What follows belongs to an exercise in optimizing a design on an open flow for small area; a production flow would make more cautious choices. In this exercise RTL edits were held to simulation tests only and were not proved equivalent to the original.

File: flow/design.v
`timescale 1ns/10ps
module rgb2ycrcb(clk, rst, r, g, b, y, cr, cb);
	input        clk;
	input        rst;
	input  [9:0] r, g, b;
	output reg [9:0] y, cr, cb;
	reg [31:0] pa;
	reg [39:0] pb;
	reg rst1, rst2;
	wire kill = rst | rst1 | rst2;
	wire g1;
	assign g1 = r[0] & ~g[0];
	wire g2;
	gx2 ug2 (.a(r[0]), .b(g[0]), .y(g2));
	wire i3;
	assign i3 = ~g[1];
	wire s4;
	wire c5;
	fa us4 (.a(r[1]), .b(i3), .c(g1), .s(s4), .co(c5));
	wire i6;
	assign i6 = ~g[2];
	wire s7;
	wire c8;
	fa us7 (.a(r[2]), .b(i6), .c(c5), .s(s7), .co(c8));
	wire i9;
	assign i9 = ~g[3];
	wire s10;
	wire c11;
	fa us10 (.a(r[3]), .b(i9), .c(c8), .s(s10), .co(c11));
	wire i12;
	assign i12 = ~g[4];
	wire s13;
	wire c14;
	fa us13 (.a(r[4]), .b(i12), .c(c11), .s(s13), .co(c14));
	wire i15;
	assign i15 = ~g[5];
	wire s16;
	wire c17;
	fa us16 (.a(r[5]), .b(i15), .c(c14), .s(s16), .co(c17));
	wire i18;
	assign i18 = ~g[6];
	wire s19;
	wire c20;
	fa us19 (.a(r[6]), .b(i18), .c(c17), .s(s19), .co(c20));
	wire i21;
	assign i21 = ~g[7];
	wire s22;
	wire c23;
	fa us22 (.a(r[7]), .b(i21), .c(c20), .s(s22), .co(c23));
	wire i24;
	assign i24 = ~g[8];
	wire s25;
	wire c26;
	fa us25 (.a(r[8]), .b(i24), .c(c23), .s(s25), .co(c26));
	wire i27;
	assign i27 = ~g[9];
	wire s28;
	wire c29;
	fa us28 (.a(r[9]), .b(i27), .c(c26), .s(s28), .co(c29));
	wire g30;
	assign g30 = b[0] & ~g[0];
	wire g31;
	gx2 ug31 (.a(b[0]), .b(g[0]), .y(g31));
	wire s32;
	wire c33;
	fa us32 (.a(b[1]), .b(i3), .c(g30), .s(s32), .co(c33));
	wire s34;
	wire c35;
	fa us34 (.a(b[2]), .b(i6), .c(c33), .s(s34), .co(c35));
	wire s36;
	wire c37;
	fa us36 (.a(b[3]), .b(i9), .c(c35), .s(s36), .co(c37));
	wire s38;
	wire c39;
	fa us38 (.a(b[4]), .b(i12), .c(c37), .s(s38), .co(c39));
	wire s40;
	wire c41;
	fa us40 (.a(b[5]), .b(i15), .c(c39), .s(s40), .co(c41));
	wire s42;
	wire c43;
	fa us42 (.a(b[6]), .b(i18), .c(c41), .s(s42), .co(c43));
	wire s44;
	wire c45;
	fa us44 (.a(b[7]), .b(i21), .c(c43), .s(s44), .co(c45));
	wire s46;
	wire c47;
	fa us46 (.a(b[8]), .b(i24), .c(c45), .s(s46), .co(c47));
	wire s48;
	wire c49;
	fa us48 (.a(b[9]), .b(i27), .c(c47), .s(s48), .co(c49));
	wire g50;
	assign g50 = ~(pa[1] & pa[10]);
	wire g51;
	gx2 ug51 (.a(pa[1]), .b(pa[10]), .y(g51));
	wire g52;
	assign g52 = ~(pa[0] | g51);
	wire g53;
	assign g53 = ~(pa[2] & pa[21]);
	wire g54;
	gx2 ug54 (.a(pa[2]), .b(pa[21]), .y(g54));
	wire s55;
	wire c56;
	fa us55 (.a(pa[11]), .b(g50), .c(g52), .s(s55), .co(c56));
	wire g57;
	assign g57 = s55 & ~g54;
	wire s58;
	wire c59;
	fa us58 (.a(pa[12]), .b(pa[22]), .c(g53), .s(s58), .co(c59));
	wire s60;
	wire c61;
	fa us60 (.a(s58), .b(c56), .c(g57), .s(s60), .co(c61));
	wire g62;
	assign g62 = s60 & ~pa[3];
	wire s63;
	wire c64;
	fa us63 (.a(pa[10]), .b(pa[13]), .c(pa[21]), .s(s63), .co(c64));
	wire s65;
	wire c66;
	fa us65 (.a(pa[23]), .b(s63), .c(c59), .s(s65), .co(c66));
	wire s67;
	wire c68;
	fa us67 (.a(s65), .b(c61), .c(g62), .s(s67), .co(c68));
	wire g69;
	assign g69 = s67 & ~pa[4];
	wire s70;
	wire c71;
	fa us70 (.a(pa[5]), .b(pa[11]), .c(pa[22]), .s(s70), .co(c71));
	wire s72;
	wire c73;
	fa us72 (.a(pa[14]), .b(pa[24]), .c(c64), .s(s72), .co(c73));
	wire s74;
	wire c75;
	fa us74 (.a(s72), .b(c66), .c(c68), .s(s74), .co(c75));
	wire i76;
	assign i76 = ~s70;
	wire g77;
	assign g77 = (i76 & g69) | (i76 & s74) | (g69 & s74);
	wire g78;
	assign g78 = ~(pa[6] & pa[10]);
	wire g79;
	gx2 ug79 (.a(pa[6]), .b(pa[10]), .y(g79));
	wire s80;
	wire c81;
	fa us80 (.a(pa[12]), .b(pa[23]), .c(g79), .s(s80), .co(c81));
	wire s82;
	wire c83;
	fa us82 (.a(pa[15]), .b(pa[25]), .c(c73), .s(s82), .co(c83));
	wire i84;
	assign i84 = ~s82;
	wire s85;
	wire c86;
	fa us85 (.a(c71), .b(s80), .c(i84), .s(s85), .co(c86));
	wire i87;
	assign i87 = ~s85;
	wire g88;
	assign g88 = (i87 & c75) | (i87 & g77) | (c75 & g77);
	wire g89;
	assign g89 = ~(pa[7] & pa[13]);
	wire g90;
	gx2 ug90 (.a(pa[7]), .b(pa[13]), .y(g90));
	wire s91;
	wire c92;
	fa us91 (.a(pa[11]), .b(pa[16]), .c(pa[26]), .s(s91), .co(c92));
	wire s93;
	wire c94;
	fa us93 (.a(pa[21]), .b(pa[24]), .c(g90), .s(s93), .co(c94));
	wire s95;
	wire c96;
	fa us95 (.a(g78), .b(s91), .c(c83), .s(s95), .co(c96));
	wire s97;
	wire c98;
	fa us97 (.a(c81), .b(s93), .c(c86), .s(s97), .co(c98));
	wire i99;
	assign i99 = ~s97;
	wire g100;
	assign g100 = (s95 & i99) | (s95 & g88) | (i99 & g88);
	wire g101;
	assign g101 = ~(pa[8] & pa[10]);
	wire g102;
	gx2 ug102 (.a(pa[8]), .b(pa[10]), .y(g102));
	wire s103;
	wire c104;
	fa us103 (.a(pa[12]), .b(pa[17]), .c(pa[22]), .s(s103), .co(c104));
	wire s105;
	wire c106;
	fa us105 (.a(pa[14]), .b(pa[25]), .c(g102), .s(s105), .co(c106));
	wire s107;
	wire c108;
	fa us107 (.a(pa[27]), .b(g89), .c(c92), .s(s107), .co(c108));
	wire s109;
	wire c110;
	fa us109 (.a(s103), .b(s107), .c(c96), .s(s109), .co(c110));
	wire s111;
	wire c112;
	fa us111 (.a(c94), .b(s105), .c(c98), .s(s111), .co(c112));
	wire i113;
	assign i113 = ~s111;
	wire g114;
	assign g114 = (s109 & i113) | (s109 & g100) | (i113 & g100);
	wire s115;
	wire c116;
	fa us115 (.a(pa[11]), .b(pa[13]), .c(pa[18]), .s(s115), .co(c116));
	wire s117;
	wire c118;
	fa us117 (.a(pa[9]), .b(pa[15]), .c(pa[26]), .s(s117), .co(c118));
	wire s119;
	wire c120;
	fa us119 (.a(pa[23]), .b(pa[28]), .c(g101), .s(s119), .co(c120));
	wire s121;
	wire c122;
	fa us121 (.a(c104), .b(s115), .c(s119), .s(s121), .co(c122));
	wire s123;
	wire c124;
	fa us123 (.a(c108), .b(s121), .c(c110), .s(s123), .co(c124));
	wire s125;
	wire c126;
	fa us125 (.a(s117), .b(c106), .c(c112), .s(s125), .co(c126));
	wire i127;
	assign i127 = ~s125;
	wire g128;
	assign g128 = (s123 & i127) | (s123 & g114) | (i127 & g114);
	wire g129;
	assign g129 = ~(pa[0] | pa[12]);
	wire g130;
	gx2 ug130 (.a(pa[0]), .b(pa[12]), .y(g130));
	wire s131;
	wire c132;
	fa us131 (.a(pa[14]), .b(pa[19]), .c(pa[24]), .s(s131), .co(c132));
	wire s133;
	wire c134;
	fa us133 (.a(pa[16]), .b(pa[27]), .c(g130), .s(s133), .co(c134));
	wire s135;
	wire c136;
	fa us135 (.a(pa[29]), .b(c116), .c(s131), .s(s135), .co(c136));
	wire s137;
	wire c138;
	fa us137 (.a(c120), .b(s135), .c(c122), .s(s137), .co(c138));
	wire i139;
	assign i139 = ~s137;
	wire s140;
	wire c141;
	fa us140 (.a(c118), .b(s133), .c(i139), .s(s140), .co(c141));
	wire i142;
	assign i142 = ~c124;
	wire s143;
	wire c144;
	fa us143 (.a(s140), .b(i142), .c(c126), .s(s143), .co(c144));
	wire g145;
	assign g145 = g128 & ~s143;
	wire g146;
	gx2 ug146 (.a(g128), .b(s143), .y(g146));
	wire s147;
	wire c148;
	fa us147 (.a(pa[1]), .b(pa[13]), .c(pa[15]), .s(s147), .co(c148));
	wire s149;
	wire c150;
	fa us149 (.a(pa[20]), .b(pa[25]), .c(pa[30]), .s(s149), .co(c150));
	wire s151;
	wire c152;
	fa us151 (.a(pa[17]), .b(pa[28]), .c(g129), .s(s151), .co(c152));
	wire s153;
	wire c154;
	fa us153 (.a(c132), .b(s147), .c(s149), .s(s153), .co(c154));
	wire s155;
	wire c156;
	fa us155 (.a(c136), .b(s153), .c(c138), .s(s155), .co(c156));
	wire s157;
	wire c158;
	fa us157 (.a(s151), .b(c134), .c(c141), .s(s157), .co(c158));
	wire i159;
	assign i159 = ~s155;
	wire s160;
	wire c161;
	fa us160 (.a(i159), .b(s157), .c(c144), .s(s160), .co(c161));
	wire g162;
	assign g162 = g145 & ~s160;
	wire g163;
	gx2 ug163 (.a(g145), .b(s160), .y(g163));
	wire i164;
	assign i164 = ~c152;
	wire s165;
	wire c166;
	fa us165 (.a(c148), .b(c150), .c(i164), .s(s165), .co(c166));
	wire s167;
	wire c168;
	fa us167 (.a(c154), .b(s165), .c(c156), .s(s167), .co(c168));
	wire i169;
	assign i169 = ~s167;
	wire s170;
	wire c171;
	fa us170 (.a(i169), .b(c158), .c(c161), .s(s170), .co(c171));
	wire i172;
	assign i172 = ~c171;
	wire s173;
	wire c174;
	fa us173 (.a(c166), .b(c168), .c(i172), .s(s173), .co(c174));
	wire s175;
	wire c176;
	fa us175 (.a(pb[0]), .b(pb[1]), .c(pb[2]), .s(s175), .co(c176));
	wire s177;
	wire c178;
	fa us177 (.a(pb[4]), .b(pb[6]), .c(pb[7]), .s(s177), .co(c178));
	wire s179;
	wire c180;
	fa us179 (.a(pb[3]), .b(pb[5]), .c(pb[8]), .s(s179), .co(c180));
	wire i181;
	assign i181 = ~s179;
	wire s182;
	wire c183;
	fa us182 (.a(s175), .b(s177), .c(i181), .s(s182), .co(c183));
	wire g184;
	assign g184 = ~(pb[9] | pb[10]);
	wire g185;
	gx2 ug185 (.a(pb[9]), .b(pb[10]), .y(g185));
	wire s186;
	wire c187;
	fa us186 (.a(pb[11]), .b(pb[13]), .c(pb[15]), .s(s186), .co(c187));
	wire s188;
	wire c189;
	fa us188 (.a(pb[12]), .b(pb[14]), .c(g185), .s(s188), .co(c189));
	wire s190;
	wire c191;
	fa us190 (.a(c176), .b(c178), .c(s186), .s(s190), .co(c191));
	wire i192;
	assign i192 = ~c180;
	wire s193;
	wire c194;
	fa us193 (.a(i192), .b(c183), .c(s190), .s(s193), .co(c194));
	wire g195;
	assign g195 = s193 & ~s188;
	wire g196;
	gx2 ug196 (.a(s193), .b(s188), .y(g196));
	wire g197;
	assign g197 = ~(pb[16] | pb[2]);
	wire g198;
	gx2 ug198 (.a(pb[16]), .b(pb[2]), .y(g198));
	wire s199;
	wire c200;
	fa us199 (.a(pb[3]), .b(pb[18]), .c(pb[19]), .s(s199), .co(c200));
	wire s201;
	wire c202;
	fa us201 (.a(pb[17]), .b(pb[6]), .c(g184), .s(s201), .co(c202));
	wire s203;
	wire c204;
	fa us203 (.a(g198), .b(s201), .c(c189), .s(s203), .co(c204));
	wire s205;
	wire c206;
	fa us205 (.a(c187), .b(s199), .c(c191), .s(s205), .co(c206));
	wire s207;
	wire c208;
	fa us207 (.a(c194), .b(s205), .c(g195), .s(s207), .co(c208));
	wire g209;
	assign g209 = s207 & ~s203;
	wire g210;
	gx2 ug210 (.a(s207), .b(s203), .y(g210));
	wire s211;
	wire c212;
	fa us211 (.a(pb[20]), .b(pb[11]), .c(pb[12]), .s(s211), .co(c212));
	wire s213;
	wire c214;
	fa us213 (.a(pb[5]), .b(c200), .c(s211), .s(s213), .co(c214));
	wire s215;
	wire c216;
	fa us215 (.a(g197), .b(c202), .c(c204), .s(s215), .co(c216));
	wire s217;
	wire c218;
	fa us217 (.a(s213), .b(c206), .c(c208), .s(s217), .co(c218));
	wire i219;
	assign i219 = ~s215;
	wire s220;
	wire c221;
	fa us220 (.a(i219), .b(g209), .c(s217), .s(s220), .co(c221));
	wire s222;
	wire c223;
	fa us222 (.a(pb[21]), .b(pb[3]), .c(pb[17]), .s(s222), .co(c223));
	wire s224;
	wire c225;
	fa us224 (.a(pb[14]), .b(c212), .c(s222), .s(s224), .co(c225));
	wire s226;
	wire c227;
	fa us226 (.a(c214), .b(s224), .c(c218), .s(s226), .co(c227));
	wire i228;
	assign i228 = ~c216;
	wire s229;
	wire c230;
	fa us229 (.a(i228), .b(c221), .c(s226), .s(s229), .co(c230));
	wire s231;
	wire c232;
	fa us231 (.a(pb[22]), .b(pb[12]), .c(pb[6]), .s(s231), .co(c232));
	wire s233;
	wire c234;
	fa us233 (.a(c223), .b(s231), .c(c225), .s(s233), .co(c234));
	wire s235;
	wire c236;
	fa us235 (.a(s233), .b(c227), .c(c230), .s(s235), .co(c236));
	wire s237;
	wire c238;
	fa us237 (.a(pb[23]), .b(pb[17]), .c(c232), .s(s237), .co(c238));
	wire s239;
	wire c240;
	fa us239 (.a(s237), .b(c234), .c(c236), .s(s239), .co(c240));
	wire g241;
	gx2 ug241 (.a(pb[24]), .b(c238), .y(g241));
	wire g242;
	gx2 ug242 (.a(g241), .b(c240), .y(g242));
	wire g243;
	assign g243 = pa[21] & ~pa[22];
	wire i244;
	assign i244 = ~g243;
	wire g245;
	assign g245 = (pa[22] & pa[23]) | (pa[22] & i244) | (pa[23] & i244);
	wire g246;
	assign g246 = (pa[23] & pa[24]) | (pa[23] & g245) | (pa[24] & g245);
	wire s247;
	wire c248;
	fa us247 (.a(pa[24]), .b(pa[25]), .c(g246), .s(s247), .co(c248));
	wire g249;
	assign g249 = pa[21] & ~s247;
	wire s250;
	wire c251;
	fa us250 (.a(pa[22]), .b(pa[25]), .c(pa[26]), .s(s250), .co(c251));
	wire i252;
	assign i252 = ~g249;
	wire g253;
	assign g253 = (s250 & c248) | (s250 & i252) | (c248 & i252);
	wire s254;
	wire c255;
	fa us254 (.a(pa[23]), .b(pa[26]), .c(pa[27]), .s(s254), .co(c255));
	wire i256;
	assign i256 = ~pa[21];
	wire s257;
	wire c258;
	fa us257 (.a(i256), .b(c251), .c(s254), .s(s257), .co(c258));
	wire g259;
	assign g259 = ~(s257 | g253);
	wire s260;
	wire c261;
	fa us260 (.a(pa[22]), .b(pa[24]), .c(pa[27]), .s(s260), .co(c261));
	wire s262;
	wire c263;
	fa us262 (.a(pa[28]), .b(c255), .c(s260), .s(s262), .co(c263));
	wire i264;
	assign i264 = ~g259;
	wire g265;
	assign g265 = (c258 & s262) | (c258 & i264) | (s262 & i264);
	wire s266;
	wire c267;
	fa us266 (.a(pa[23]), .b(pa[25]), .c(pa[28]), .s(s266), .co(c267));
	wire s268;
	wire c269;
	fa us268 (.a(pa[29]), .b(c261), .c(s266), .s(s268), .co(c269));
	wire g270;
	assign g270 = (c263 & s268) | (c263 & g265) | (s268 & g265);
	wire g271;
	assign g271 = ~(pa[10] & pa[24]);
	wire g272;
	gx2 ug272 (.a(pa[10]), .b(pa[24]), .y(g272));
	wire s273;
	wire c274;
	fa us273 (.a(pa[26]), .b(pa[29]), .c(pa[30]), .s(s273), .co(c274));
	wire s275;
	wire c276;
	fa us275 (.a(g272), .b(c267), .c(s273), .s(s275), .co(c276));
	wire g277;
	assign g277 = (c269 & s275) | (c269 & g270) | (s275 & g270);
	wire g278;
	assign g278 = ~(pa[25] & pa[27]);
	wire g279;
	gx2 ug279 (.a(pa[25]), .b(pa[27]), .y(g279));
	wire s280;
	wire c281;
	fa us280 (.a(pa[30]), .b(pa[31]), .c(g279), .s(s280), .co(c281));
	wire s282;
	wire c283;
	fa us282 (.a(c274), .b(s280), .c(c276), .s(s282), .co(c283));
	wire i284;
	assign i284 = ~s282;
	wire s285;
	wire c286;
	fa us285 (.a(pa[11]), .b(g271), .c(i284), .s(s285), .co(c286));
	wire g287;
	assign g287 = s285 & ~g277;
	wire g288;
	gx2 ug288 (.a(s285), .b(g277), .y(g288));
	wire s289;
	wire c290;
	fa us289 (.a(pa[26]), .b(pa[28]), .c(pa[31]), .s(s289), .co(c290));
	wire s291;
	wire c292;
	fa us291 (.a(s289), .b(c281), .c(c283), .s(s291), .co(c292));
	wire s293;
	wire c294;
	fa us293 (.a(pa[12]), .b(g278), .c(c286), .s(s293), .co(c294));
	wire i295;
	assign i295 = ~s291;
	wire s296;
	wire c297;
	fa us296 (.a(i295), .b(s293), .c(g287), .s(s296), .co(c297));
	wire i298;
	assign i298 = ~c294;
	wire s299;
	wire c300;
	fa us299 (.a(c290), .b(c292), .c(i298), .s(s299), .co(c300));
	wire g301;
	assign g301 = ~(pb[27] | pb[28]);
	wire g302;
	gx2 ug302 (.a(pb[27]), .b(pb[28]), .y(g302));
	wire s303;
	wire c304;
	fa us303 (.a(pb[13]), .b(pb[5]), .c(pb[29]), .s(s303), .co(c304));
	wire g305;
	assign g305 = ~(g302 | s303);
	wire g306;
	gx2 ug306 (.a(g302), .b(s303), .y(g306));
	wire g307;
	assign g307 = ~(pb[18] & pb[14]);
	wire g308;
	gx2 ug308 (.a(pb[18]), .b(pb[14]), .y(g308));
	wire s309;
	wire c310;
	fa us309 (.a(pb[30]), .b(g301), .c(g308), .s(s309), .co(c310));
	wire i311;
	assign i311 = ~c304;
	wire s312;
	wire c313;
	fa us312 (.a(pb[1]), .b(i311), .c(g305), .s(s312), .co(c313));
	wire g314;
	assign g314 = s312 & ~s309;
	wire g315;
	gx2 ug315 (.a(s312), .b(s309), .y(g315));
	wire s316;
	wire c317;
	fa us316 (.a(pb[5]), .b(pb[6]), .c(c310), .s(s316), .co(c317));
	wire s318;
	wire c319;
	fa us318 (.a(pb[10]), .b(g307), .c(c313), .s(s318), .co(c319));
	wire i320;
	assign i320 = ~s316;
	wire s321;
	wire c322;
	fa us321 (.a(i320), .b(g314), .c(s318), .s(s321), .co(c322));
	wire g323;
	assign g323 = pb[2] | ~pb[14];
	wire g324;
	gx2 ug324 (.a(pb[2]), .b(pb[14]), .y(g324));
	wire s325;
	wire c326;
	fa us325 (.a(g324), .b(c319), .c(c322), .s(s325), .co(c326));
	wire g327;
	assign g327 = s325 & ~c317;
	wire g328;
	gx2 ug328 (.a(s325), .b(c317), .y(g328));
	wire i329;
	assign i329 = ~pb[6];
	wire s330;
	wire c331;
	fa us330 (.a(pb[11]), .b(i329), .c(g323), .s(s330), .co(c331));
	wire s332;
	wire c333;
	fa us332 (.a(s330), .b(c326), .c(g327), .s(s332), .co(c333));
	wire g334;
	assign g334 = ~(pb[3] | c331);
	wire g335;
	gx2 ug335 (.a(pb[3]), .b(c331), .y(g335));
	wire g336;
	assign g336 = c333 & ~g335;
	wire g337;
	gx2 ug337 (.a(c333), .b(g335), .y(g337));
	wire g338;
	assign g338 = pb[12] | ~g334;
	wire g339;
	gx2 ug339 (.a(pb[12]), .b(g334), .y(g339));
	wire s340;
	wire c341;
	ha us340 (.a(g339), .b(g336), .s(s340), .co(c341));
	wire s342;
	wire c343;
	fa us342 (.a(pb[17]), .b(g338), .c(c341), .s(s342), .co(c343));
	wire g344;
	assign g344 = ~(pa[10] & pa[10]);
	wire g345;
	gx2 ug345 (.a(pa[10]), .b(pa[10]), .y(g345));
	wire g346;
	assign g346 = pa[11] & ~g345;
	wire s347;
	wire c348;
	fa us347 (.a(pa[11]), .b(pa[12]), .c(g344), .s(s347), .co(c348));
	wire g349;
	assign g349 = ~(g346 & s347);
	wire s350;
	wire c351;
	fa us350 (.a(pa[12]), .b(pa[13]), .c(c348), .s(s350), .co(c351));
	wire g352;
	assign g352 = s350 & ~g349;
	wire g353;
	assign g353 = ~(pa[13] | pa[14]);
	wire g354;
	gx2 ug354 (.a(pa[13]), .b(pa[14]), .y(g354));
	wire i355;
	assign i355 = ~c351;
	wire s356;
	wire c357;
	fa us356 (.a(pa[10]), .b(g354), .c(i355), .s(s356), .co(c357));
	wire g358;
	assign g358 = g352 & ~s356;
	wire s359;
	wire c360;
	fa us359 (.a(pa[11]), .b(pa[14]), .c(pa[15]), .s(s359), .co(c360));
	wire i361;
	assign i361 = ~s359;
	wire s362;
	wire c363;
	fa us362 (.a(g353), .b(i361), .c(c357), .s(s362), .co(c363));
	wire g364;
	assign g364 = g358 & ~s362;
	wire g365;
	assign g365 = ~(pa[12] | pa[15]);
	wire g366;
	gx2 ug366 (.a(pa[12]), .b(pa[15]), .y(g366));
	wire i367;
	assign i367 = ~pa[16];
	wire s368;
	wire c369;
	fa us368 (.a(pa[10]), .b(i367), .c(g366), .s(s368), .co(c369));
	wire i370;
	assign i370 = ~c360;
	wire s371;
	wire c372;
	fa us371 (.a(i370), .b(s368), .c(c363), .s(s371), .co(c372));
	wire g373;
	assign g373 = g364 & ~s371;
	wire s374;
	wire c375;
	fa us374 (.a(pa[11]), .b(pa[13]), .c(pa[16]), .s(s374), .co(c375));
	wire i376;
	assign i376 = ~g365;
	wire s377;
	wire c378;
	fa us377 (.a(pa[17]), .b(i376), .c(s374), .s(s377), .co(c378));
	wire i379;
	assign i379 = ~s377;
	wire s380;
	wire c381;
	fa us380 (.a(c369), .b(i379), .c(c372), .s(s380), .co(c381));
	wire g382;
	assign g382 = g373 & ~s380;
	wire s383;
	wire c384;
	fa us383 (.a(pa[10]), .b(pa[12]), .c(pa[14]), .s(s383), .co(c384));
	wire s385;
	wire c386;
	fa us385 (.a(pa[17]), .b(pa[18]), .c(c375), .s(s385), .co(c386));
	wire s387;
	wire c388;
	fa us387 (.a(s383), .b(s385), .c(c378), .s(s387), .co(c388));
	wire i389;
	assign i389 = ~c381;
	wire g390;
	assign g390 = (s387 & i389) | (s387 & g382) | (i389 & g382);
	wire g391;
	assign g391 = ~(pa[21] & pa[11]);
	wire g392;
	gx2 ug392 (.a(pa[21]), .b(pa[11]), .y(g392));
	wire s393;
	wire c394;
	fa us393 (.a(pa[13]), .b(pa[15]), .c(pa[18]), .s(s393), .co(c394));
	wire s395;
	wire c396;
	fa us395 (.a(pa[19]), .b(c384), .c(s393), .s(s395), .co(c396));
	wire s397;
	wire c398;
	fa us397 (.a(c386), .b(s395), .c(c388), .s(s397), .co(c398));
	wire i399;
	assign i399 = ~g392;
	wire g400;
	assign g400 = (i399 & s397) | (i399 & g390) | (s397 & g390);
	wire g401;
	assign g401 = ~(pa[22] | pa[14]);
	wire g402;
	gx2 ug402 (.a(pa[22]), .b(pa[14]), .y(g402));
	wire s403;
	wire c404;
	fa us403 (.a(pa[16]), .b(pa[19]), .c(pa[20]), .s(s403), .co(c404));
	wire s405;
	wire c406;
	fa us405 (.a(g391), .b(c394), .c(s403), .s(s405), .co(c406));
	wire s407;
	wire c408;
	fa us407 (.a(c396), .b(s405), .c(c398), .s(s407), .co(c408));
	wire i409;
	assign i409 = ~s407;
	wire s410;
	wire c411;
	fa us410 (.a(pa[12]), .b(g402), .c(i409), .s(s410), .co(c411));
	wire g412;
	assign g412 = g400 & ~s410;
	wire g413;
	gx2 ug413 (.a(g400), .b(s410), .y(g413));
	wire s414;
	wire c415;
	fa us414 (.a(pa[23]), .b(pa[15]), .c(pa[17]), .s(s414), .co(c415));
	wire s416;
	wire c417;
	fa us416 (.a(pa[20]), .b(c404), .c(s414), .s(s416), .co(c417));
	wire s418;
	wire c419;
	fa us418 (.a(c406), .b(s416), .c(c408), .s(s418), .co(c419));
	wire s420;
	wire c421;
	fa us420 (.a(pa[13]), .b(g401), .c(c411), .s(s420), .co(c421));
	wire i422;
	assign i422 = ~s420;
	wire s423;
	wire c424;
	fa us423 (.a(s418), .b(i422), .c(g412), .s(s423), .co(c424));
	wire g425;
	assign g425 = ~(pa[24] | pa[16]);
	wire g426;
	gx2 ug426 (.a(pa[24]), .b(pa[16]), .y(g426));
	wire s427;
	wire c428;
	fa us427 (.a(pa[18]), .b(c415), .c(c417), .s(s427), .co(c428));
	wire i429;
	assign i429 = ~s427;
	wire s430;
	wire c431;
	fa us430 (.a(pa[14]), .b(g426), .c(i429), .s(s430), .co(c431));
	wire i432;
	assign i432 = ~c419;
	wire s433;
	wire c434;
	fa us433 (.a(s430), .b(i432), .c(c421), .s(s433), .co(c434));
	wire g435;
	assign g435 = c424 & ~s433;
	wire g436;
	gx2 ug436 (.a(c424), .b(s433), .y(g436));
	wire i437;
	assign i437 = ~c428;
	wire s438;
	wire c439;
	fa us438 (.a(g425), .b(i437), .c(c431), .s(s438), .co(c439));
	wire i440;
	assign i440 = ~g435;
	wire s441;
	wire c442;
	fa us441 (.a(s438), .b(c434), .c(i440), .s(s441), .co(c442));
	wire g443;
	assign g443 = ~(pb[33] | pb[11]);
	wire g444;
	gx2 ug444 (.a(pb[33]), .b(pb[11]), .y(g444));
	wire s445;
	wire c446;
	fa us445 (.a(pb[10]), .b(pb[34]), .c(g444), .s(s445), .co(c446));
	wire g447;
	assign g447 = pb[12] & ~s445;
	wire g448;
	gx2 ug448 (.a(pb[12]), .b(s445), .y(g448));
	wire s449;
	wire c450;
	fa us449 (.a(pb[4]), .b(pb[3]), .c(pb[17]), .s(s449), .co(c450));
	wire s451;
	wire c452;
	fa us451 (.a(pb[2]), .b(pb[35]), .c(pb[36]), .s(s451), .co(c452));
	wire s453;
	wire c454;
	fa us453 (.a(g443), .b(s451), .c(c446), .s(s453), .co(c454));
	wire i455;
	assign i455 = ~s453;
	wire s456;
	wire c457;
	fa us456 (.a(s449), .b(g447), .c(i455), .s(s456), .co(c457));
	wire g458;
	assign g458 = ~(pb[13] | pb[12]);
	wire g459;
	gx2 ug459 (.a(pb[13]), .b(pb[12]), .y(g459));
	wire s460;
	wire c461;
	fa us460 (.a(pb[11]), .b(g459), .c(c452), .s(s460), .co(c461));
	wire i462;
	assign i462 = ~c450;
	wire s463;
	wire c464;
	fa us463 (.a(i462), .b(s460), .c(c454), .s(s463), .co(c464));
	wire g465;
	assign g465 = c457 & ~s463;
	wire g466;
	gx2 ug466 (.a(c457), .b(s463), .y(g466));
	wire s467;
	wire c468;
	fa us467 (.a(pb[3]), .b(g458), .c(c461), .s(s467), .co(c468));
	wire s469;
	wire c470;
	fa us469 (.a(pb[18]), .b(pb[17]), .c(g465), .s(s469), .co(c470));
	wire i471;
	assign i471 = ~s469;
	wire s472;
	wire c473;
	fa us472 (.a(s467), .b(c464), .c(i471), .s(s472), .co(c473));
	wire g474;
	assign g474 = pb[5] | ~pb[12];
	wire g475;
	gx2 ug475 (.a(pb[5]), .b(pb[12]), .y(g475));
	wire i476;
	assign i476 = ~c468;
	wire s477;
	wire c478;
	fa us477 (.a(g475), .b(i476), .c(c470), .s(s477), .co(c478));
	wire g479;
	assign g479 = s477 & ~c473;
	wire g480;
	gx2 ug480 (.a(s477), .b(c473), .y(g480));
	wire i481;
	assign i481 = ~pb[17];
	wire s482;
	wire c483;
	fa us482 (.a(pb[14]), .b(i481), .c(g474), .s(s482), .co(c483));
	wire s484;
	wire c485;
	fa us484 (.a(s482), .b(c478), .c(g479), .s(s484), .co(c485));
	wire s486;
	wire c487;
	fa us486 (.a(pb[6]), .b(c483), .c(c485), .s(s486), .co(c487));
	wire [9:0] yn = {~g242, s239, s235, s229, s220, ~g210, ~g196, s182, ~pb[26], ~pb[25]};
	wire [10:0] crn = {~c343, s342, s340, ~g337, s332, ~g328, s321, ~g315, g306, pb[32], ~pb[31]};
	wire [10:0] cbn = {~c487, s486, s484, ~g480, ~s472, ~g466, s456, ~g448, ~pb[39], pb[38], ~pb[37]};
	always @(posedge clk) begin
		rst1 <= rst;
		rst2 <= rst1;
		pa <= {c49, s48, s46, s44, s42, s40, s38, s36, s34, s32, g31, c29, s28, s25, s22, s19, s16, s13, s10, s7, s4, g2, g[9], g[8], g[7], g[6], g[5], g[4], g[3], g[2], g[1], g[0]};
		pb <= {g436, s423, g413, c442, c439, s441, pa[25], s296, g288, c300, s299, c297, pa[13], g163, g146, pa[9], pa[8], pa[7], pa[6], pa[5], c174, pa[28], pa[20], pa[4], s173, pa[30], pa[27], pa[19], pa[17], pa[15], pa[3], s170, g162, pa[31], pa[29], pa[26], pa[18], pa[16], pa[14], pa[2]};
		y  <= yn & {10{~kill}};
		cr <= crn[9:0] & {10{~(kill | crn[10])}};
		cb <= cbn[9:0] & {10{~(kill | cbn[10])}};
	end
endmodule
module fa(a, b, c, s, co);
	input a, b, c;
	output s, co;
	assign s = a ^ b ^ c;
	assign co = (a & b) | (a & c) | (b & c);
endmodule
module ha(a, b, s, co);
	input a, b;
	output s, co;
	assign s = a ^ b;
	assign co = a & b;
endmodule
module gx2(a, b, y);
	input a, b;
	output y;
	assign y = a ^ b;
endmodule
File: flow/flow/run.sh
#!/bin/bash
# Standard ORFS layout; the only change is the cell used for the port buffers.
set -euo pipefail
bash standard.sh "BUFFER_PORTS_ARGS=-buffer_cell sky130_fd_sc_hd__buf_1" finish > make_finish.log 2>&1
File: flow/standard.sh
#!/bin/bash
# synth_recipe.tcl (not shown) runs the flow's synth.tcl, then flattens the netlist and writes it again
# the make line also repeats each setting of config.mk as NAME=value (left out here)
make -C /OpenROAD-flow-scripts/flow DESIGN_CONFIG=/design/flow/config.mk WORK_HOME=/design/flow/orfs CLKGATE_MAP_FILE= SYNTH_SCRIPT=/design/flow/synth_recipe.tcl "${@:-finish}"
File: flow/config.mk
export PLATFORM = sky130hd
export DESIGN_NAME = rgb2ycrcb
export DESIGN_NICKNAME = rgb2ycrcb
export VERILOG_FILES = /design/flow/design.v
export SDC_FILE = /design/flow/constraint.sdc
export NUM_CORES = 4
export LEC_CHECK = 0
export CAP_MARGIN = 20
export CORE_MARGIN = 2
export CORE_UTILIZATION = 40
export SLEW_MARGIN = 20
export SYNTH_HIERARCHICAL = 1
export SYNTH_MINIMUM_KEEP_SIZE = 0
File: flow/constraint.sdc
create_clock -name core_clock -period 6.0 [get_ports {clk}]
set_input_delay 1.2000 -clock core_clock [delete_from_list [all_inputs] [get_ports {clk}]]
set_output_delay 1.2000 -clock core_clock [all_outputs]
set_load 0.01 [all_outputs]
==> impl_results.md, run 1 <==
- Clock Sinks: 104
- Die extent in y: 131 µm
- Cell count after synthesis: 465
- CTS Buffer Depth: 2
- GRT Overall Usage: between 15 and 20%
- Synth top area share: 49.7%
- Critical path's slowest cell: fa_1
- Via count: 3,418
- Vias per std cell: 4.47
- Max_cap viols: 0
- Filler instances: 1,510
- Min cycle time layout: between 5 and 6 ns
- Final hold viol count: 0
- RSZ-0062 raised after global routing: no
- Seq cells post-synth: 104
- FMAX: about 0.19 GHz
- Root Buffer: clkbuf_16
- Top delay family on crit path: adder cells
- PostCTS Resize Cnt: 0
- Placer Congestion: 0.869
- Placed cells: around 750
- Area leader, netlist: fa_1
- Largest net degree at the start of global routing: 18
- H-tree depth: 3
- Setup TNS: 0 ns
- Detailed placement HPWL: around 10,000 µm
- Remaining DRCs: 0
- Die area: between 0.015 and 0.02 mm²
- Chip width: roughly 130 µm
- Initial antenna violation count: 0
- Leading post-synthesis cells by cell area: fa_1, dfxtp_1, xor2_1, inv_1, nor2_1
- CTS tree: built
- Setup bufs post-CTS: 0
- Sequential share of the synthesized area: between 30% and 40%
- Critical path's largest stage delay: 0.49 ns
- Routed wire length: 12,200 µm
- Yosys warning total: 7
- Slew Viols, Final: 0
- CP Class: reg -> reg
- Core box area: between 0.015 and 0.02 mm²
- Number of synthesized flops with an enable pin: 0
- Most repeated library cell on the critical path: fa_1
- CP Data Required Time: 6.22 ns
- CP bufs+invs: 2
- Detailed router's first-iteration violation count: 111
- Clock Latency Late Sink: 0.35 ns
- Slew margin rel.: 41.2%
- Hold Buf Count CTS: 0
- # setup viols final: 0
- # IOs: 62
- Crit end category: register
- Top_reg_cell synth: dfxtp_1
- Slew @ Worst Pin: 0.881 ns
- Crit Path Max Fanout: 7
- Layout cells sized above 1: around 6.0%
- Period utilization: 85.9%
- Distinct cells, synth: 33
- Total iterations of the first detailed-routing run: 4
- Row cnt: 46
- Syn Nets: 659
- Global route overflow: 0
- Status: finished clean
- First-pass GRT wire length: 20,400 µm
- Type of origin of the critical path: register
- Worst EP arrival: 5.38 ns
- Initial core utilization: between 40% and 50%
- N_diodes: 0
- Num CTS Buffers: 9
- DRT antenna net count: 0
- Vias in the first global route: a little under 4,000
- P&R area growth vs syn: 13.0%
- Max Clock Skew: between 0.01 and 0.015 ns
- Cell-by-cell listing of the critical path: fa_1 -> fa_1 -> fa_1 -> inv_1 -> fa_1 -> fa_1 -> fa_1 -> fa_1 -> fa_1 -> fa_1 -> fa_1 -> inv_1 -> fa_1
- Netlist Area Pre-Place: 0.00648 mm²
- Post-layout net count: ~740
- Worst Hold Class: reg -> reg
- Mapped Avg Cell Area: between 10 and 15 µm²
- DR WL/cell: 15.9 µm
- Reg clk slew, reported paths: 0.07 ns
- Non-Filler Instances: 764
- Port Buffers: 61
- Asr flop ratio synth: 0%
-- state kept, by name, summed over array words and instances, names as in the netlist --
| signal | flops |
|---|---|
| cb | 10 |
| cr | 10 |
| pa | 32 |
| pb | 40 |
| rst1 | 1 |
| rst2 | 1 |
| y | 10 |
-- metal layers --
metal / part of all wire, % / vias to the layer above / global-route usage (%)
li1: - / 1563 / -
met1: 44 / 1773 / 19.8
met2: 50 / 70 / 26.6
met3: 3.7 / 12 / 2.70
met4: 1.6 / 0 / 5.25
met5: 0 / - / 0
-- modules after synthesis (local to each module, per instance) --
module / flip-flops and latches / area (µm²)
ha: 0 / 12.5
rgb2ycrcb: 104 / 2880
gx2: 0 / 8.76
fa: 0 / 20.0
-- metrics by stage --
stage / setup slack (ns) / hold slack [ns] / instance area [µm²] / util (%)
final: 0.844 / 0.375 / 7330 / 46.1
after global routing: 0.693 / 0.392 / 7330 / 46.1
after CTS: 0.886 / 0.375 / 7330 / 46.1
after detailed placement: 0.720 / 0.371 / 7030 / 44.3
after global placement: 0.857 / 0.364 / 7030 / 44.3
after floorplan: 0.902 / 0.331 / 6480 / -
-- cell type report --
cell class | count | area, µm² | share of cell area, %
clock buffer | 9 | 225 | 3.07
clock inverter | 7 | 71.3 | 0.973
multi-input combinational | 309 | 4200 | 57.4
sequential | 104 | 2080 | 28.4
timing repair buffer | 68 | 282 | 3.84
tap | 216 | 270 | 3.69
inverter | 51 | 193 | 2.63
-- placed cells by master (no fill, tap or decap), types with 9 or more instances in the layout --
cell type	count
and3_1	10
buf_1	61
clkbuf_16	9
dfxtp_1	104
fa_1	161
inv_1	50
nand2_1	15
nor2_1	31
nor2b_1	13
xor2_1	42
-- cells by family after synthesis --
logic type / synth area share, %
fa+ha+maj: 50.4
flops: 32.1
simple gates: 7.08
buf+inv: 3.03
xor+xnor: 5.67
compound gates: 1.68
-- final timing paths --
kind         startpoint  endpoint  slack, ns  depth (start not counted)
max              pa[21]    pb[15]       0.84                         13
min                rst1      rst2       0.38                          0
max reg2reg      pa[21]    pb[15]       0.84                         13
min reg2reg        rst1      rst2       0.38                          0
-- worst register-to-register path: cells and delay by family, from the launching register on --
| kind | cells | cell delay, ns |
|---|---|---|
| buffers and inverters | 2 | 0.13 |
| DFF | 1 | 0.41 |
| adders and majority gates | 11 | 4.51 |
-- synthesized netlist by cell type (all sizes together) (3+ instances only) --
library cell,number
fa,161
dfxtp,104
inv,50
xor2,42
nor2,31
nand2,15
nor2b,13
and3,10
and2,5
a21oi,4
nand2b,4
maj3,3
nand3,3
==> inputs of run 2 (changes only) <==
--- a/flow/config.mk
+++ b/flow/config.mk
@@ -9,3 +9,4 @@
 export CORE_MARGIN = 2
-export CORE_UTILIZATION = 40
+export CORE_UTILIZATION = 65
+export CTS_BUF_LIST = sky130_fd_sc_hd__clkbuf_8
 export SLEW_MARGIN = 20
==> run 2 against run 1 <==
  * Non-clock buffer count is the same
  * Sequential share of layout area grew 0.77 points
  * Fmax grew 1.1%
  * Hold slack gained 0.0073 ns
  * Setup slack gained 0.054 ns
  * Via count grew 1.3%
  * Critical path depth is the same
  * Clock-buffer cell count grew 3
  * Global-route usage grew 8.7 points
  * Critical path type unchanged
  * Highest routed layer unchanged
==> impl_results.md, run 2 <==
- Critical path's largest stage delay: 0.49 ns
- Crit end category: register
- Mapped Avg Cell Area: 13.9 µm²
- Most repeated library cell on the critical path: fa_1
- CP Class: reg -> reg
- Leading post-synthesis cells by cell area: fa_1, dfxtp_1, xor2_1, inv_1, nor2_1
- Crit Path Max Fanout: 7
- Chip width: approximately 100 µm
- Filler instances: roughly 680
- Seq cells post-synth: 104
- CTS tree: built
- FMAX: 0.196 GHz
- Sequential share of the synthesized area: 32.1%
- Routed wire length: 11,500 µm
- Detailed placement HPWL: 9800 µm
- Die area: 0.0108 mm²
- Clock Sinks: 104
- Initial core utilization: 66.6%
- Final hold slack: 0.383 ns
- P&R area growth vs syn: 10.0%
- # setup viols final: 0
- Flop2flop setup slack: 0.90 ns
- Max_cap viols: 0
- CTS Buffer Depth: 2
- Max Clock Skew: 0.00918 ns
- # IOs: a little over 60
- Largest register FFs: 40
- Layout cells sized above 1: under 10%
- Top cells by count, synth: fa_1, dfxtp_1, inv_1
- DRT antenna net count: 0
- Synth top area share: 49.7%
- Netlist Area Pre-Place: 0.00648 mm²
- Register name with the most flops: pb
- Slew @ Worst Pin: 0.836 ns
- Remaining DRCs: 0
- Setup TNS: 0 ns
- Clock Latency Late Sink: 0.36 ns
- Vias per std cell: about 5
- Min cycle time layout: 5.10 ns
- Worst Hold Class: reg -> reg
- Initial antenna violation count: 0
- First-pass GRT wire length: 19,400 µm
- DR WL/cell: 17.0 µm
- Area leader, netlist: fa_1
- Commonest non-fill, non-tap cells in the layout: fa_1, dfxtp_1, buf_1
- Setup bufs post-CTS: 0
- Cell count after synthesis: 465
- Core box area: 0.00973 mm²
- RSZ-0062 raised after global routing: no
- Final hold viol count: 0
- Syn Nets: 659
- Most common cell after layout, fill and taps aside: fa_1
- Dpl ws: 0.794 ns
- Root Buffer: clkbuf_8
- PostCTS Resize Cnt: 0
- Placed cells: 665
- Worst EP arrival: 5.35 ns
- Detailed router's first-iteration violation count: 95
- Num CTS Buffers: 9
- N_diodes: 0
- Status: finished clean
- Largest net degree at the start of global routing: 18
- Via count: 3,464
- Number of synthesized flops with an enable pin: 0
- Distinct cells, synth: 33
- Top delay family on crit path: adder cells
- Asr flop ratio synth: 0%
- Total iterations of the first detailed-routing run: 4
- Row cnt: 36
- CP bufs+invs: 2
- Placer Congestion: 0.872
- Period utilization: between 80% and 90%
- Hold Buf Count CTS: 0
- Slew Viols, Final: 0
- H-tree depth: 3
- Vias in the first global route: 3,926
- Final WS setup: between 0.8 and 0.9 ns
- Yosys warning total: 7
- Type of origin of the critical path: register
- Top Registers: pb (40), pa (32)
- Slew margin rel.: 44.2%
- Top_reg_cell synth: dfxtp_1
- Reg clk slew, reported paths: about 0.09 ns
- Global route overflow: 0
- Die extent in y: 104 µm
- CP Data Required Time: 6.25 ns
- Most common cell in the netlist: fa_1
- GRT Overall Usage: 24.1%
- Critical path's slowest cell: fa_1
- Port Buffers: 61
- Cell-by-cell listing of the critical path: fa_1 -> fa_1 -> fa_1 -> inv_1 -> fa_1 -> fa_1 -> fa_1 -> fa_1 -> fa_1 -> fa_1 -> fa_1 -> inv_1 -> fa_1
- Non-Filler Instances: 680
- Post-layout net count: 737
## run 2: cell counts after synthesis
No cell type changed its count.
## run 2: routing by layer
metal	up-vias	part of all wire, %	GRT usage, %
met4	0	2.5	8.11
met2	113	51	41.3
met3	17	5.9	5.20
met5	-	0	0
li1	1559	-	-
met1	1775	41	31.0
## run 2: worst reg2reg max path: stages (launching register included)
cell	delay [ns]
dfxtp_1	0.42
fa_1	0.43
fa_1	0.39
fa_1	0.49
inv_1	0.05
fa_1	0.38
fa_1	0.41
fa_1	0.40
fa_1	0.40
fa_1	0.39
fa_1	0.39
fa_1	0.36
inv_1	0.08
fa_1	0.40
## run 2: final timing paths
check,start,to,cells after the start
worst max-delay path,pa[21],pb[15],13
worst min register to register,rst1,rst2,0
worst max register to register,pa[21],pb[15],13
worst min-delay path,rst1,rst2,0
## run 2: per-stage QoR
step / utilization, % / instance area [µm²]
5_1_grt: 73.3 / 7130
2_1_floorplan: - / 6480
4_1_cts: 73.3 / 7130
3_3_place_gp: 71.2 / 6930
3_5_place_dp: 71.2 / 6930
6_report: 73.3 / 7130
## run 2: logic make-up after synthesis
family	after synthesis	synth area share, %
xor gates and xnor gates	42	5.67
and+or+nand+nor	88	7.08
DFF	104	32.1
adders and majority gates	165	50.4
AOI/OAI and AO/OA	14	1.68
buffers and inverters	52	3.03
## run 2: cell type report
type,count,area [µm²],share of cell area [%]
well taps,133,166,2.33
clock buffers,12,165,2.32
repair buffers,68,282,3.95
multi-input cells,309,4200,58.9
flip-flops and latches,104,2080,29.2
inverters,51,193,2.70
clock inverters,3,41.3,0.579
## run 2: Yosys stat by module, one instance, submodules excluded
module	flip-flops and latches	cells
fa	0	1
gx2	0	1
ha	0	1
rgb2ycrcb	104	261
==> inputs of run 3 (changes only) <==
==> flow/run.sh (new file) <==
#!/bin/bash
# synth_recipe.tcl (not shown) runs the flow's synth.tcl, then flattens the netlist and writes it again
# the make line also repeats each setting of config.mk as NAME=value (left out here)
make -C /OpenROAD-flow-scripts/flow DESIGN_CONFIG=/design/flow/config.mk WORK_HOME=/design/flow/orfs CLKGATE_MAP_FILE= SYNTH_SCRIPT=/design/flow/synth_recipe.tcl finish
--- a/flow/config.mk
+++ b/flow/config.mk
@@ -9,4 +9,3 @@
 export CORE_MARGIN = 2
-export CORE_UTILIZATION = 65
-export CTS_BUF_LIST = sky130_fd_sc_hd__clkbuf_8
+export CORE_UTILIZATION = 40
 export SLEW_MARGIN = 20
removed: flow/flow/run.sh
removed: flow/standard.sh
==> run 3 against run 2 <==
  * Still clean on timing, DRC and antenna
  * Cell count up 13%
  * Non-clock buffer count increased by 2
  * Die area is 60% higher
  * Clock-buffer cell count did not move
  * Clock skew down 0.0032 ns
  * Setup slack got worse by 0.11 ns
  * Critical path type is now in -> reg
==> impl_results.md, run 3 <==
- Mux cell area share after synthesis: 0%
- Max_cap viols: 0
- Reg clk slew, reported paths: 0.07 ns
- Initial core utilization: roughly 41%
- Final hold viol count: 0
- Post-layout net count: 739
- Period utilization: 86.9%
- Cell-by-cell listing of the critical path: clkdlybuf4s50_1 -> nor2b_1 -> fa_1 -> fa_1 -> fa_1 -> fa_1 -> fa_1 -> fa_1 -> fa_1 -> fa_1 -> fa_1
- Num CTS Buffers: 9
- R2R Path Start: pa[21]
- Commonest non-fill, non-tap cells in the layout: fa_1, dfxtp_1, clkdlybuf4s50_1
- Top_reg_cell synth: dfxtp_1
- H-tree depth: 3
- First-pass GRT wire length: 20,400 µm
- DR WL/cell: 15.6 µm
- Root Buffer: clkbuf_16
- Layout cells sized above 1: 6.18%
- Top Registers: pb (40), pa (32)
- Largest family of logic cells by synthesized area: adder cells
- Die extent in y: 131 µm
- FMAX: 0.192 GHz
- Largest net degree at the start of global routing: 18
- Seq cells post-synth: roughly 100
- Register name with the most flops: pb
- Critical path's largest stage delay: 0.57 ns
- R2R Path End: pb[15]
- Filler instances: 1,450
- Hold Path Stages: 0
- Distinct cells, synth: 33
- Detailed placement HPWL: 10000 µm
- Yosys warning total: 7
- Die area: 0.0172 mm²
- Flop2flop setup slack: 0.91 ns
- # IOs: 62
- Vias per std cell: 4.39
- Asr flop ratio synth: 0%
- Min cycle time layout: between 5 and 6 ns
- Most repeated library cell on the critical path: fa_1
- Crit end category: register
- Slew @ Worst Pin: 0.925 ns
- N_diodes: 0
- Hold wc startpoint: pa[3]
- # setup viols final: 0
- Top cells by count, synth: fa_1, dfxtp_1, inv_1
- Worst Hold End: pb[9]
- Post-Synth Simple-Gate Area: 7.08%
- Max Clock Skew: 0.00603 ns
- CTS tree: built
- CP Class: in -> reg
- Vias in the first global route: 3,917
- Area leader, netlist: fa_1
- Leading post-synthesis cells by cell area: fa_1, dfxtp_1, xor2_1, inv_1, nor2_1
- Routed wire length: 12,000 µm
- Port Buffers: 61
- Largest register FFs: 40
- Synth top area share: 49.7%
- CP bufs+invs: 1
- Sequential share of the synthesized area: between 30% and 40%
- Slew Viols, Final: 0
- Clock Sinks: 104
- Post-Synth Adder-Cell Area: between 50% and 60%
- Via count: 3,362
- GRT Overall Usage: 15.5%
- Global route overflow: 0
- Number of synthesized flops with an enable pin: 0
- Crit Path Max Fanout: 5
- Remaining DRCs: 0
- Row cnt: 46
- Status: finished clean
- Final instance area: 0.00773 mm²
- Top delay family on crit path: adder cells
- Critical path's slowest cell: clkdlybuf4s50_1
- Netlist Area Pre-Place: 0.00648 mm²
- XOR/XNOR share of the synthesized area: 5.67%
- DRT antenna net count: 0
- CP Data Required Time: 6.22 ns
- PostCTS Resize Cnt: 0
- Compound-Gate Fraction of Synth Area: 1.68%
- Placer Congestion: 0.858
- Syn Nets: 659
- Most common cell after layout, fill and taps aside: fa_1
- Slew margin rel.: 38.3%
- P&R area growth vs syn: 19.3%
- Clock Latency Late Sink: around 0.35 ns
- Hold Buf Count CTS: 0
- Final hold slack: 0.372 ns
- Chip width: about 130 µm
- Detailed router's first-iteration violation count: 139
- Worst EP arrival: ~5.4 ns
- CTS Buffer Depth: 2
- Initial antenna violation count: 0
- Worst Hold Class: reg -> reg
- Setup bufs post-CTS: 0
- Type of origin of the critical path: input port
- Most common cell in the netlist: fa_1
- Core box area: 0.0159 mm²
- Total iterations of the first detailed-routing run: 5
- Setup TNS: 0 ns
- RSZ-0062 raised after global routing: no
- Cell count after synthesis: between 400 and 500
- Mapped Avg Cell Area: 13.9 µm²
- Cell Area, Placed: 0.00743 mm²
- Worst R2R Path Depth: 13
==> run 3: how the worst max path moves through the flow <==
stage | from | endpoint | slack (ns) | depth (start not counted)
final | g[0] | pa[30] | 0.79 | 11
after global routing | g[0] | pa[19] | 0.60 | 11
after CTS | g[0] | pa[30] | 0.79 | 11
after detailed placement | g[0] | pa[30] | 0.41 | 11
after global placement | g[0] | pa[19] | 0.47 | 11
after floorplan | pa[10] | pb[15] | 0.90 | 13
==> run 3: logic make-up (layout without fill, tap and decap cells) <==
logic type,Yosys count,count (layout)
AND/OR/NAND/NOR,88,88
flip-flops,104,104
AO/OA/AOI/OAI,14,14
buffers and inverters,52,137
adder cells (fa/ha/maj),165,165
XOR/XNOR,42,42
==> run 3: per-stage QoR <==
step | utilization [%] | setup slack (ns) | instances
floorplan | - | 0.902 | 465
global placement | 46.8 | 0.470 | 750
detailed placement | 46.8 | 0.412 | 750
CTS | 48.7 | 0.785 | 766
global route | 48.7 | 0.600 | 766
finish | 48.7 | 0.788 | 766
==> run 3: layout make-up <==
class / instances / area (µm²) / area share (%)
Tap cell: 216 / 270 / 3.49
Inverter: 51 / 193 / 2.49
Multi-Input combinational cell: 309 / 4200 / 54.4
Clock buffer: 12 / 256 / 3.32
Sequential cell: 104 / 2080 / 26.9
Clock inverter: 4 / 51.3 / 0.663
Timing Repair Buffer: 70 / 678 / 8.77
==> run 3: routing by layer <==
layer  global-route usage [%]  wire length (µm)  share of wire [%]  up-vias
li1                         -                 -                  -     1563
met1                     19.6              5260                 44     1714
met2                     26.7              5980                 50       72
met3                     3.36               562                4.7       13
met4                     4.59               167                1.4        0
met5                        0                 0                  0        -
==> run 3: Yosys stat by module, one instance, submodules excluded <==
module / cell area (µm²) / flops+latches / times used / cells
ha: 12.5 / 0 / 1 / 1
fa: 20.0 / 0 / 161 / 1
rgb2ycrcb: 2880 / 104 / 1 / 261
gx2: 8.76 / 0 / 42 / 1
==> inputs of run 4 (changes only) <==
==> flow/flow/run.sh (new file) <==
#!/bin/bash
# Standard ORFS layout with two changes: small port buffers, and a clock tree of small
# buffers without dummy loads.
set -euo pipefail
bash standard.sh \
  "BUFFER_PORTS_ARGS=-buffer_cell sky130_fd_sc_hd__buf_1" \
  "CTS_ARGS=-sink_clustering_enable -repair_clock_nets -root_buf sky130_fd_sc_hd__clkbuf_8 -buf_list sky130_fd_sc_hd__clkbuf_4 -sink_clustering_size 7 -sink_clustering_max_diameter 40 -dont_use_dummy_load" \
  finish > make_finish.log 2>&1
==> flow/standard.sh (new file) <==
#!/bin/bash
# synth_recipe.tcl (not shown) runs the flow's synth.tcl, then flattens the netlist and writes it again
# the make line also repeats each setting of config.mk as NAME=value (left out here)
make -C /OpenROAD-flow-scripts/flow DESIGN_CONFIG=/design/flow/config.mk WORK_HOME=/design/flow/orfs CLKGATE_MAP_FILE= SYNTH_SCRIPT=/design/flow/synth_recipe.tcl "${@:-finish}"
--- a/flow/config.mk
+++ b/flow/config.mk
@@ -9,3 +9,3 @@
 export CORE_MARGIN = 2
-export CORE_UTILIZATION = 40
+export CORE_UTILIZATION = 70
 export SLEW_MARGIN = 20
removed: flow/run.sh
==> run 4 against run 3 <==
  * First-iteration DRC count fell by 23%
  * Area after synthesis did not move
  * Clock-buffer cell count fell by 3
  * Register-to-register slack got worse by 0.06 ns
  * Routed wire length fell by 3.7%
  * Setup slack improved by 0.066 ns
  * Global-route usage rose by 11 points
  * Critical endpoint is now pb[15]
  * Largest cell class unchanged
==> impl_results.md, run 4 <==
- Most common cell in the netlist: fa_1
- Initial antenna violation count: 0
- Asr flop ratio synth: 0%
- GRT Overall Usage: 26.8%
- Commonest non-fill, non-tap cells in the layout: fa_1, dfxtp_1, buf_1
- Syn Nets: between 600 and 700
- Top delay family on crit path: adder cells
- Remaining DRCs: 0
- CP bufs+invs: 2
- CTS Buffer Depth: 2
- Leading post-synthesis cells by cell area: fa_1, dfxtp_1, xor2_1, inv_1, nor2_1
- Flop2flop setup slack: 0.85 ns
- Final hold slack: 0.387 ns
- # setup viols final: 0
- Worst setup endpoint: pb[15]
- Max Clock Skew: 0.0331 ns
- Critical path's largest stage delay: 0.49 ns
- Global route overflow: 0
- # IOs: 62
- Final WS setup: 0.854 ns
- Layout cells sized above 1: 4.63%
- Min cycle time layout: slightly above 5 ns
- Vias per std cell: roughly 5.4
- Top cells by count, synth: fa_1, dfxtp_1, inv_1
- Dpl ws: around 0.74 ns
- P&R area growth vs syn: 8.22%
- Sequential share of the synthesized area: between 30% and 40%
- FMAX: 0.194 GHz
- Number of synthesized flops with an enable pin: 0
- N_diodes: 0
- Post-layout net count: 736
- Cell count after synthesis: 465
- R2R Path Start: pa[21]
- Hold Buf Count CTS: 0
- Crit Path Max Fanout: 7
- Seq cells post-synth: 104
- Status: finished clean
- Root Buffer: clkbuf_8
- Core box area: 0.00911 mm²
- Crit end category: register
- Final hold viol count: 0
- CTS tree: built
- Total iterations of the first detailed-routing run: 4
- Critical path's slowest cell: fa_1
- Worst EP arrival: approximately 5.4 ns
- R2R Path End: pb[15]
- Largest register FFs: 40
- Most repeated library cell on the critical path: fa_1
- Final instance area: ~0.007 mm²
- Mapped Avg Cell Area: about 14 µm²
- Type of origin of the critical path: register
- Worst R2R Path Depth: 13
- Hold Path Stages: 0
- Clock Sinks: 104
- H-tree depth: 3
- Area leader, netlist: fa_1
- Via count: 3,500
- RSZ-0062 raised after global routing: no
- Cell-by-cell listing of the critical path: fa_1 -> fa_1 -> fa_1 -> inv_1 -> fa_1 -> fa_1 -> fa_1 -> fa_1 -> fa_1 -> fa_1 -> fa_1 -> inv_1 -> fa_1
- Die area: 0.0100 mm²
- Die extent in y: 100 µm
- Synth top area share: 49.7%
- Setup bufs post-CTS: 0
- DR WL/cell: 17.7 µm
- Period utilization: roughly 86%
- Routed wire length: 11,500 µm
- Num CTS Buffers: 9
- Yosys warning total: 7
- Netlist Area Pre-Place: 0.00648 mm²
- Detailed placement HPWL: between 9000 and 10,000 µm
- CP Data Required Time: 6.22 ns
- WP depth: 13
- First-pass GRT wire length: 19,800 µm
- Largest net degree at the start of global routing: 19
- Detailed router's first-iteration violation count: about 110
- Slew @ Worst Pin: 0.903 ns
- Row cnt: 35
- Placer Congestion: 0.897
- CP Class: reg -> reg
- Top_reg_cell synth: dfxtp_1
- PostCTS Resize Cnt: 0
- Register name with the most flops: pb
- Clock Latency Late Sink: 0.37 ns
- Cell Area, Placed: 0.00689 mm²
- Port Buffers: 61
- DRT antenna net count: 0
- Slew margin rel.: between 30 and 40%
- Critical Path Start: pa[21]
- Max_cap viols: 0
- Most common cell after layout, fill and taps aside: fa_1
- Slew Viols, Final: 0
- Reg clk slew, reported paths: 0.11 ns
- Vias in the first global route: 4,049
- Initial core utilization: 71.2%
- Setup TNS: 0 ns
- Worst Hold Class: reg -> reg
- Top Registers: pb (40), pa (32)
- Distinct cells, synth: 33
- Chip width: 100 µm
-- run 4: cell count changes in the layout (fill, tap and decap cells not counted), moves of 3 or more --
cell / previous run / this run
clkdlybuf4s50_1: 61 / 0
buf_1: 0 / 61
clkbuf_8: 2 / 9
buf_4: 9 / 6
clkbuf_16: 9 / 0
-- run 4: worst min path at each step --
stage               start     end  slack [ns]
finish              pa[4]  pb[16]        0.39
CTS                 pa[4]  pb[16]        0.37
floorplan           pa[3]   pb[9]        0.33
global placement     rst1    rst2        0.36
global route        pa[4]  pb[16]        0.38
detailed placement   rst1    rst2        0.37
-- run 4: cells by family after synthesis --
logic type / Yosys count / share of synthesized area (%)
DFF: 104 / 32.1
AOI/OAI and AO/OA: 14 / 1.68
and+or+nand+nor: 88 / 7.08
buffers and inverters: 52 / 3.03
xor gates and xnor gates: 42 / 5.67
adders and majority gates: 165 / 50.4
-- run 4: final cells by class --
type | count | area [µm²]
multi-input cells | 309 | 4200
repair buffers | 67 | 274
well taps | 111 | 139
flip-flops and latches | 104 | 2080
fillers | 592 | 2090
clock buffers | 9 | 124
inverters | 51 | 193
-- run 4: Yosys stat by module, one instance, submodules excluded --
module / cell area (µm²) / copies in the design
rgb2ycrcb: 2880 / 1
fa: 20.0 / 161
ha: 12.5 / 1
gx2: 8.76 / 42
-- run 4: worst reg2reg max path, stage by stage, from the launching register on --
cell,delay [ns]
dfxtp_1,0.44
fa_1,0.44
fa_1,0.39
fa_1,0.49
inv_1,0.05
fa_1,0.37
fa_1,0.39
fa_1,0.39
fa_1,0.39
fa_1,0.39
fa_1,0.39
fa_1,0.38
inv_1,0.08
fa_1,0.41
-- run 4: metrics by stage --
stage / std cells / utilization [%]
after CTS: 651 / 77.0
after global routing: 651 / 77.0
after global placement: 642 / 75.7
final: 651 / 77.0
after floorplan: 465 / -
after detailed placement: 642 / 75.7
-- run 4: layer usage --
metal	wire length, µm	track usage, %	vias up
met5	0	0	-
met4	184	8.75	0
met3	480	3.83	16
met2	6010	45.9	116
met1	4840	36.0	1820
li1	-	-	1548
==> inputs of run 5 (changes only) <==
==> flow/flow/run.sh (replaced) <==
#!/bin/bash
# Standard ORFS layout with two changes: small port buffers, and a clock tree of small
# buffers without dummy loads.
set -euo pipefail
bash standard.sh \
  "BUFFER_PORTS_ARGS=-buffer_cell sky130_fd_sc_hd__buf_1" \
  "CTS_ARGS=-sink_clustering_enable -repair_clock_nets -buf_list sky130_fd_sc_hd__clkbuf_8 -dont_use_dummy_load" \
  finish > make_finish.log 2>&1
==> run 5 against run 4 <==
  * Routed wire length stayed put
  * Cell area stayed put
  * Flip-flop and latch count stayed put
  * First-iteration DRC count stayed put
  * Clock-buffer cell count stayed put
  * Critical path depth stayed put
  * Critical path type unchanged
  * Largest cell class unchanged
==> impl_results.md, run 5 <==
- Top_reg_cell synth: dfxtp_1
- Hold Buf Count CTS: 0
- Worst R2R Path Depth: 13
- CTS tree: built
- Largest net degree at the start of global routing: 19
- Critical path's largest stage delay: 0.49 ns
- Setup bufs post-CTS: 0
- Status: finished clean
- Initial antenna violation count: 0
- R2R Path Start: pa[21]
- Non-Filler Instances: ~650
- Chip width: between 100 and 150 µm
- Placed cells: 642
- Crit end category: register
- Top cells by count, synth: fa_1, dfxtp_1, inv_1
- FMAX: between 0.15 and 0.2 GHz
- Clock Latency Late Sink: 0.37 ns
- Cell count after synthesis: between 400 and 500
- Type of origin of the critical path: register
- Worst Hold Class: reg -> reg
- Detailed router's first-iteration violation count: 107
- First-pass GRT wire length: ~20,000 µm
- Filler instances: between 500 and 600
- Max Clock Skew: between 0.03 and 0.04 ns
- Hold Path Stages: 0
- Initial core utilization: 71.2%
- RSZ-0062 raised after global routing: no
- Num CTS Buffers: 9
- Seq cells post-synth: 104
- Slew margin rel.: about 40%
- Top Registers: pb (40), pa (32)
- PostCTS Resize Cnt: 0
- Critical path's slowest cell: fa_1
- Post-layout net count: 736
- Leading post-synthesis cells by cell area: fa_1, dfxtp_1, xor2_1, inv_1, nor2_1
- Vias per std cell: 5.38
- Netlist Area Pre-Place: approximately 0.0065 mm²
- Placer Congestion: 0.897
- Die extent in y: between 100 and 150 µm
- DRT antenna net count: 0
- Commonest non-fill, non-tap cells in the layout: fa_1, dfxtp_1, buf_1
- Most common cell after layout, fill and taps aside: fa_1
- Most common cell in the netlist: fa_1
- Clock Sinks: 104
- Vias in the first global route: 4,049
- R2R Path End: pb[15]
- Crit Path Max Fanout: 7
- Port Buffers: 61
- Slew @ Worst Pin: 0.903 ns
- Routed wire length: 11,500 µm
- Sequential share of the synthesized area: 32.1%
- Final hold viol count: 0
- Period utilization: 85.8%
- Detailed placement HPWL: 9810 µm
- Core box area: between 0.009 and 0.01 mm²
- Number of synthesized flops with an enable pin: 0
- N_diodes: 0
- Syn Nets: 659
- # IOs: 62
- Reg clk slew, reported paths: approximately 0.11 ns
- DR WL/cell: 17.7 µm
- CTS Buffer Depth: 2
- Register name with the most flops: pb
- Layout cells sized above 1: 4.63%
- Area leader, netlist: fa_1
- Final hold slack: a little under 0.4 ns
- CP bufs+invs: 2
- Worst EP arrival: 5.36 ns
run 5: cell counts in the layout (fill, tap and decap cells not counted):
Identical to the previous run, type by type.
run 5: cell type report:
cell class	instances	area, µm²	share of cell area [%]
clock buffer	9	124	1.77
timing repair buffer	67	274	3.91
inverter	51	193	2.75
tap	111	139	1.98
multi-input combinational	309	4200	59.9
sequential	104	2080	29.7
run 5: worst register-to-register path, stage by stage (launching register included):
cell	delay, ns
dfxtp_1	0.44
fa_1	0.44
fa_1	0.39
fa_1	0.49
inv_1	0.05
fa_1	0.37
fa_1	0.39
fa_1	0.39
fa_1	0.39
fa_1	0.39
fa_1	0.39
fa_1	0.38
inv_1	0.08
fa_1	0.41
run 5: logic make-up after synthesis:
group / synth area share, %
XOR/XNOR: 5.67
buffers and inverters: 3.03
AO/OA/AOI/OAI: 1.68
flip-flops: 32.1
adder cells (fa/ha/maj): 50.4
AND/OR/NAND/NOR: 7.08
run 5: modules after synthesis (local to each module, per instance):
| module | copies in the design | area, µm² | cells inside | flops+latches |
|---|---|---|---|---|
| gx2 | 42 | 8.76 | 1 | 0 |
| fa | 161 | 20.0 | 1 | 0 |
| ha | 1 | 12.5 | 1 | 0 |
| rgb2ycrcb | 1 | 2880 | 261 | 104 |
run 5: how the worst max path moves through the flow:
stage,depth (start not counted),from,end
2_1_floorplan,13,pa[10],pb[15]
3_3_place_gp,11,g[0],pa[19]
3_5_place_dp,11,g[0],pa[19]
4_1_cts,13,pa[21],pb[15]
5_1_grt,13,pa[21],pb[15]
6_report,13,pa[21],pb[15]
run 5: per-layer routing:
layer | up-vias | global-route usage, % | wire length [µm]
met5 | - | 0 | 0
met4 | 0 | 8.75 | 184
met3 | 16 | 3.83 | 480
met2 | 116 | 45.9 | 6010
met1 | 1820 | 36.0 | 4840
li1 | 1548 | - | -
run 5: through the flow:
stage          area (µm²)  setup slack (ns)  utilization, %
6_report             7020             0.854            77.0
3_3_place_gp         6890             0.836            75.7
3_5_place_dp         6890             0.743            75.7
5_1_grt              7020             0.687            77.0
2_1_floorplan        6480             0.902               -
4_1_cts              7020             0.885            77.0

port drivers added, routing unchanged:
Ports are ideal in the flow. The routed layouts listed here were re-timed in OpenROAD. Step 1: set_driving_cell puts a clkbuf_16 on clk and a buf_2 on each other input, an assumption about the parent block. Step 2 moves the port delays by t, midway between the first and last clock arrival at a register: inputs arrive t later, outputs are due t later. That takes back most of the time a late clock gives input paths. a / b / c = no drivers / after step 1 / after step 2; a / b = the first two.
| run | t, ns | setup slack, ns | cell pins on the clock port's net |
|---|---|---|---|
| run 1 | 0.384 | 0.844 / 0.844 / 0.735 | 1 |
| run 2 | 0.389 | 0.898 / 0.898 / 0.785 | 1 |
| run 3 | 0.388 | 0.788 / 0.809 / 0.421 | 1 |
| run 4 | 0.386 | 0.854 / 0.854 / 0.750 | 1 |
| run 5 | 0.386 | 0.854 / 0.854 / 0.750 | 1 |
After both steps every run listed still meets setup and hold. The setup slack of run 3, which loses most, moves by +0.021 ns with the drivers and by -0.367 ns with both steps.
